From an optimization exercise on the open Yosys and OpenROAD flow, aimed at small area, a short achievable clock period and few clock cycles; shortcuts taken in it are not production practice. In this exercise RTL edits were held to simulation tests only and were not proved equivalent to the original. Power is estimated from default activity; no workload was simulated.

Design cpu, start of the top module:
module cpu(input clk, reset, input [15:0] i_mem_rddata, output logic o_mem_rd, o_mem_wr, output logic [15:0] o_mem_addr, o_mem_wrdata);
For scale: about 1700 cells after synthesis, ~13000 um2 of cells after synthesis.
clock: 7.5 ns
lec_check: 0
abc_area: 1
cap_margin: 20
core_margin: 2
core_utilization: 40
setup_slack_margin: 4.2
slew_margin: 20
run.sh (not shown) runs the stock make flow with config.mk's settings and CLKGATE_MAP_FILE= SYNTH_SCRIPT=/design/flow/synth_recipe.tcl, a recipe that flattens the netlist after the stock synthesis.
The baseline passed the timing, design-rule and antenna checks.
Testbench counts at the start, summed over its fixed seeds: cycles 75,890.
Then changed:
- SETUP_SLACK_MARGIN: 4.2 -> 3.5
What happened: The changed run finished clean; via count shrinks by 0.99%; wire length is lower by 1.9%; core utilization falls by 1.5 points; worst hold slack stays flat; cell count shrinks by 0.91%; sequential share of layout area came out higher by 1.1 points; first-iteration DRC count went up by 1.9%; combinational power is about the same.

---

Another version of the RTL of cpu (not shown whole).
Size in the first run: ~52 I/O pins, ~12000 um2 of cells after synthesis.
Settings: LEC_CHECK=0, ABC_AREA=1, CAP_MARGIN=20, CORE_MARGIN=2, CORE_UTILIZATION=40, GPL_ROUTABILITY_DRIVEN=0, SETUP_SLACK_MARGIN=4.5, SLEW_MARGIN=20; clock period 7.5 ns.
The first run completed with no timing, DRC or antenna violations.
Testbench counts at the start, summed over its fixed seeds: cycles 75,905.
Rerun with:
==> flow/flow/run.sh (new file) <==
#!/bin/bash
# The standard layout (standard synthesis and ORFS steps), with one change:
# the buffers that ORFS puts on every input and output port are
# sky130_fd_sc_hd__buf_4 instead of the cell buffer_ports picks by itself
# (a slow delay cell here).
set -euo pipefail
W=$PWD
bash "$W/standard.sh" BUFFER_PORTS_ARGS="-buffer_cell sky130_fd_sc_hd__buf_4" finish > "$W/standard.log" 2>&1
==> flow/standard.sh (new file) <==
#!/bin/bash
# synth_recipe.tcl (not shown) runs the flow's synth.tcl, then flattens the netlist and writes it again
# the make line also repeats each setting of config.mk as NAME=value (left out here)
make -C /OpenROAD-flow-scripts/flow DESIGN_CONFIG=/design/flow/config.mk WORK_HOME=/design/flow/orfs CLKGATE_MAP_FILE= SYNTH_SCRIPT=/design/flow/synth_recipe.tcl "${@:-finish}"
--- a/flow/config.mk
+++ b/flow/config.mk
@@ -11,4 +11,3 @@
 export CORE_UTILIZATION = 40
-export GPL_ROUTABILITY_DRIVEN = 0
-export SETUP_SLACK_MARGIN = 4.5
+export SETUP_SLACK_MARGIN = 4.55
 export SLEW_MARGIN = 20
removed: flow/run.sh
Result: The new run finished clean. Setup slack gains 0.10 ns. Wire length increases by 4.3%. Cell count increases by 0.37%. Final area increases by 1.6%. Sequential cell count stays the same. Via count increases by 0.67%. Area after synthesis stays the same. Die area stays the same.
Rerun with:
==> flow/run.sh (new file) <==
#!/bin/bash
# synth_recipe.tcl (not shown) runs the flow's synth.tcl, then flattens the netlist and writes it again
# the make line also repeats each setting of config.mk as NAME=value (left out here)
make -C /OpenROAD-flow-scripts/flow DESIGN_CONFIG=/design/flow/config.mk WORK_HOME=/design/flow/orfs CLKGATE_MAP_FILE= SYNTH_SCRIPT=/design/flow/synth_recipe.tcl finish
--- a/flow/config.mk
+++ b/flow/config.mk
@@ -11,3 +11,3 @@
 export CORE_UTILIZATION = 40
-export SETUP_SLACK_MARGIN = 4.55
+export SETUP_SLACK_MARGIN = 4.6
 export SLEW_MARGIN = 20
removed: flow/flow/run.sh
removed: flow/standard.sh
After rerunning:
- worst setup slack gets worse by 0.22 ns
- power drops slightly
- sequential power is about the same
- global-route usage hardly moves
- worst hold slack is about the same
- via count goes up slightly
- synthesized cell count stays the same
- synthesized area is unchanged
- die area stays the same
- sequential share of layout area drops by 0.43 points
Rerun with:
--- a/flow/config.mk
+++ b/flow/config.mk
@@ -7,3 +7,3 @@
 export LEC_CHECK = 0
-export ABC_AREA = 1
+export ABC_AREA = 0
 export CAP_MARGIN = 20
@@ -11,3 +11,3 @@
 export CORE_UTILIZATION = 40
-export SETUP_SLACK_MARGIN = 4.6
+export SETUP_SLACK_MARGIN = 4.5
 export SLEW_MARGIN = 20
What happened: Maximum frequency came out lower by 2.6%; total power came out higher by about 8%; non-clock buffer count went up by 36; count of clock-buffer cells in the layout is unchanged; routed wire length shrinks by about 1.7%; final area climbs by 7.1%.

static timing again, ports no longer ideal:
No port has a modelled driver above. Below, the same layouts with a new extraction and two added sets of constraints.
Step 1: set_driving_cell puts a clkbuf_16 on clk and a buf_2 on each other input, an assumption about the parent block.
Step 2 moves the port delays by t, midway between the first and last clock arrival at a register: inputs arrive t later, outputs are due t later. That takes back most of the time a late clock gives input paths.
a / b / c = ideal / step 1 / step 2; a / b = the first two.
run	shift t [ns]	slack for setup (ns)	worst hold slack (ns)
the first run of note 1	0.584	4.201 / 4.224 / 3.640	0.482 / 0.482 / 0.482
the second run of note 1	0.585	3.585 / 3.612 / 3.027	0.479 / 0.479 / 0.479
the first run of note 2	0.502	4.381 / 4.396 / 3.894	0.436 / 0.436 / 0.436
the second run of note 2	0.504	4.481 / 4.467 / 3.962	0.447 / 0.447 / 0.447
the third run of note 2	0.509	4.258 / 4.225 / 3.716	0.444 / 0.444 / 0.444
the fourth run of note 2	0.502	4.172 / 4.139 / 3.637	0.504 / 0.504 / 0.504
After both steps every run listed still meets setup and hold. For the first run of note 1, which loses most, drivers alone change the setup slack by +0.023 ns; drivers and shift together by -0.561 ns.
